This design comes from an exercise in tuning for small area, a short achievable clock period and few clock cycles per item on the open sky130 flow, not from production work. Power is estimated from default activity; no workload was simulated.

==> module cache_controller, before the edit <==
module cache_controller (
    input clock,
    input reset,
    input read,
    input write,
    input [7:0] address,
    input [7:0] writedata,
    input mem_BUSY,
    input [31:0] mem_readdata,
    output reg [7:0] readdata,
    output reg mem_read, mem_write,
    output reg BUSY,
    output reg [5:0] mem_address,
    output reg [31:0] mem_writedata
);
    reg        cache_VALID [7:0];
    reg        cache_DIRTY [7:0];
    reg [2:0]  cache_TAG   [7:0];
    reg [31:0] cache_DATA  [7:0];
    integer i;
    wire [2:0] idx = address[4:2];
    wire       req = read | write;
    wire [3:0] byte_oh = 4'd1 << address[1:0];
    wire [8*7-1:0] ctl_lines;
    wire [8*8-1:0] data_lines [0:3];
    genvar g, h;
    generate
        for (g = 0; g < 8; g = g + 1) begin : g_line
            wire hit_g = cache_VALID[g] & (cache_TAG[g] == address[7:5]);
            assign ctl_lines[7*g +: 7] = {hit_g, !hit_g & cache_DIRTY[g], !hit_g & !cache_DIRTY[g],
                                          cache_DIRTY[g], cache_TAG[g]};
            for (h = 0; h < 4; h = h + 1) begin : g_lane
                assign data_lines[h][8*g +: 8] = cache_DATA[g][8*h +: 8];
            end
        end
    endgenerate
    wire        HIT, MISS_DIRTY, MISS_CLEAN, DIRTY;
    wire [2:0]  TAG;
    wire [31:0] DATA;
    cache_lsel #(.W(7)) u_ctl (.idx(idx), .in(ctl_lines), .out({HIT, MISS_DIRTY, MISS_CLEAN, DIRTY, TAG}));
    generate
        for (h = 0; h < 4; h = h + 1) begin : g_lsel
            cache_lsel #(.W(8)) u_lane (.idx(idx), .in(data_lines[h]), .out(DATA[8*h +: 8]));
        end
    endgenerate
    reg st_rd, st_wb, done;
    wire idle = !(st_rd | st_wb | done);
    reg  [2:0] lidx;
    reg  [1:0] bsel;
    reg        wbyte;
    wire [7:0] rbyte;
    cache_sel #(.N(8), .W(8)) u_rbyte (.sel({byte_oh & {4{st_rd}}, byte_oh & {4{!st_rd}}}),
                                       .in({mem_readdata, DATA}), .out(rbyte));
    wire miss_clean = idle && req && MISS_CLEAN;
    wire miss_dirty = idle && req && MISS_DIRTY;
    wire rd_next = miss_clean | (st_wb & !mem_BUSY) | (st_rd & mem_BUSY);
    wire wb_next = miss_dirty | (st_wb & mem_BUSY);
    always @(posedge clock or posedge reset) begin
        if (reset) begin
            st_rd <= 1'b0;
            st_wb <= 1'b0;
            done  <= 1'b0;
        end else begin
            st_rd <= rd_next;
            st_wb <= wb_next;
            done  <= (idle & req & HIT) | (st_rd & !mem_BUSY);
        end
    end
    always @(posedge clock) begin
        mem_read  <= !reset & rd_next;
        mem_write <= !reset & wb_next;
    end
    always @(posedge clock) begin
        BUSY <= st_rd ? mem_BUSY : !(idle & HIT);
        readdata <= rbyte;
        mem_writedata <= DATA;
        lidx <= idx;
        bsel <= address[1:0];
        wbyte <= write & ((idle & req & HIT) | (st_rd & !mem_BUSY));
        mem_address[2:0] <= idx;
        mem_address[5:3] <= ((idle & DIRTY) | (st_wb & mem_BUSY)) ? TAG : address[7:5];
    end
    always @(posedge clock) begin
        if (reset) begin
            for (i = 0; i < 8; i = i + 1) begin
                cache_VALID[i] <= 1'b0;
                cache_DIRTY[i] <= 1'b0;
            end
        end else if (st_rd) begin
            cache_VALID[lidx] <= 1'b1;
            cache_DIRTY[lidx] <= 1'b0;
            cache_TAG[lidx]   <= address[7:5];
        end else if (wbyte) begin
            cache_DIRTY[lidx] <= 1'b1;
        end
    end
    always @(posedge clock) begin
        if (st_rd) begin
            cache_DATA[lidx] <= mem_readdata;
        end else if (wbyte) begin
            case (bsel)
                2'd0: cache_DATA[lidx][7:0]   <= writedata;
                2'd1: cache_DATA[lidx][15:8]  <= writedata;
                2'd2: cache_DATA[lidx][23:16] <= writedata;
                default: cache_DATA[lidx][31:24] <= writedata;
            endcase
        end
    end
endmodule
==> module cache_lsel, before the edit <==
module cache_lsel #(parameter W = 8) (
    input  [2:0]     idx,
    input  [8*W-1:0] in,
    output [W-1:0]   out
);
    wire [7:0] oh = 8'd1 << idx;
    cache_sel #(.N(8), .W(W)) u_sel (.sel(oh), .in(in), .out(out));
endmodule
==> flow/config.mk <==
export PLATFORM = sky130hd
export DESIGN_NAME = cache_controller
export DESIGN_NICKNAME = cache_controller
export VERILOG_FILES = /design/flow/design.v
export SDC_FILE = /design/flow/constraint.sdc
export NUM_CORES = 4
export LEC_CHECK = 0
export CAP_MARGIN = 20
export CORE_MARGIN = 2
export CORE_UTILIZATION = 60
export CTS_BUF_LIST = sky130_fd_sc_hd__clkbuf_8
export CTS_CLUSTER_DIAMETER = 50
export CTS_CLUSTER_SIZE = 15
export PLACE_DENSITY = 0.75
export SETUP_SLACK_MARGIN = 3.65
export SLEW_MARGIN = 20
export SYNTH_HIERARCHICAL = 1
export SYNTH_MINIMUM_KEEP_SIZE = 0
==> flow/constraint.sdc <==
create_clock -name core_clock -period 6.0 [get_ports {clock}]
set_input_delay 1.2000 -clock core_clock [delete_from_list [all_inputs] [get_ports {clock}]]
set_output_delay 1.2000 -clock core_clock [all_outputs]
set_load 0.01 [all_outputs]
standard.sh (not shown) runs the stock make flow with config.mk's settings and CLKGATE_MAP_FILE= SYNTH_SCRIPT=/design/flow/synth_recipe.tcl, a recipe that flattens the netlist after the stock synthesis.
==> flow/flow/run.sh <==
#!/bin/bash
# Standard layout, with the ports buffered by a small plain buffer instead of
# the delay cell buffer_ports picks by default.
cp standard.sh standard_sh_copy.log
export BUFFER_PORTS_ARGS="-buffer_cell sky130_fd_sc_hd__buf_2"
bash standard.sh > standard.log 2>&1
Then changed:
--- a/flow/design.v
+++ b/flow/design.v
@@ -20,41 +20,32 @@
     reg [31:0] cache_DATA  [7:0];
     integer i;
     wire [2:0] idx = address[4:2];
     wire       req = read | write;
+    wire [7:0] line_oh = 8'd1 << idx;
     wire [3:0] byte_oh = 4'd1 << address[1:0];
-    wire [8*7-1:0] ctl_lines;
-    wire [8*8-1:0] data_lines [0:3];
-    genvar g, h;
+    wire [8*37-1:0] lines;
+    genvar g;
     generate
         for (g = 0; g < 8; g = g + 1) begin : g_line
-            wire hit_g = cache_VALID[g] & (cache_TAG[g] == address[7:5]);
-            assign ctl_lines[7*g +: 7] = {hit_g, !hit_g & cache_DIRTY[g], !hit_g & !cache_DIRTY[g],
-                                          cache_DIRTY[g], cache_TAG[g]};
-            for (h = 0; h < 4; h = h + 1) begin : g_lane
-                assign data_lines[h][8*g +: 8] = cache_DATA[g][8*h +: 8];
-            end
+            assign lines[37*g +: 37] = {cache_VALID[g], cache_DIRTY[g], cache_TAG[g], cache_DATA[g]};
         end
     endgenerate
-    wire        HIT, MISS_DIRTY, MISS_CLEAN, DIRTY;
+    wire        VALID, DIRTY;
     wire [2:0]  TAG;
     wire [31:0] DATA;
-    cache_lsel #(.W(7)) u_ctl (.idx(idx), .in(ctl_lines), .out({HIT, MISS_DIRTY, MISS_CLEAN, DIRTY, TAG}));
-    generate
-        for (h = 0; h < 4; h = h + 1) begin : g_lsel
-            cache_lsel #(.W(8)) u_lane (.idx(idx), .in(data_lines[h]), .out(DATA[8*h +: 8]));
-        end
-    endgenerate
+    cache_sel #(.N(8), .W(37)) u_line (.sel(line_oh), .in(lines), .out({VALID, DIRTY, TAG, DATA}));
+    wire        HIT   = VALID && (TAG == address[7:5]);
     reg st_rd, st_wb, done;
     wire idle = !(st_rd | st_wb | done);
     reg  [2:0] lidx;
     reg  [1:0] bsel;
     reg        wbyte;
     wire [7:0] rbyte;
     cache_sel #(.N(8), .W(8)) u_rbyte (.sel({byte_oh & {4{st_rd}}, byte_oh & {4{!st_rd}}}),
                                        .in({mem_readdata, DATA}), .out(rbyte));
-    wire miss_clean = idle && req && MISS_CLEAN;
-    wire miss_dirty = idle && req && MISS_DIRTY;
+    wire miss_clean = idle && req && !HIT && !DIRTY;
+    wire miss_dirty = idle && req && !HIT && DIRTY;
     wire rd_next = miss_clean | (st_wb & !mem_BUSY) | (st_rd & mem_BUSY);
     wire wb_next = miss_dirty | (st_wb & mem_BUSY);
     always @(posedge clock or posedge reset) begin
         if (reset) begin
@@ -119,12 +110,4 @@
         for (k = 0; k < N; k = k + 1)
             out = out | ({W{sel[k]}} & in[W*k +: W]);
     end
 endmodule
-module cache_lsel #(parameter W = 8) (
-    input  [2:0]     idx,
-    input  [8*W-1:0] in,
-    output [W-1:0]   out
-);
-    wire [7:0] oh = 8'd1 << idx;
-    cache_sel #(.N(8), .W(W)) u_sel (.sel(oh), .in(in), .out(out));
-endmodule
After rerunning: Global-route usage rises by 1.3 points. Combinational power rises by 6.1%. Routed wire length rises by 6.4%. Hold slack hardly moves. Clock skew rises by 0.0099 ns.
Function was not checked in any run of this note: the RTL went through the layout flow alone.

## separate check: timing with driven ports
The results above use ideal ports. As a check the final layouts listed here were re-extracted and re-timed, cells and wires unchanged.
Step 1, drivers: a clkbuf_16 drives clock and a buf_2 each remaining input, both assumed.
Step 2 adds t to the input delays and takes it off the output delays; t is the mean of the earliest and latest rising clock arrival at the registers after step 1. Input paths then give back, and output paths get back, about the clock's delay inside the block.
Three values: ideal ports, drivers, drivers and shift; two values: the first two.
run | shift t [ns] | slack for setup (ns) | slew at the worst register clock pin (ns) | pins driven straight from the clock port
the first run | 0.623 | 3.658 / 3.614 / 3.053 | 0.10 / 0.10 | 1
the second run | 0.635 | 3.642 / 3.613 / 2.993 | 0.10 / 0.10 | 1
After both steps every run listed still meets setup and hold. For the second run, which loses most, drivers alone change the setup slack by -0.029 ns; drivers and shift together by -0.649 ns.
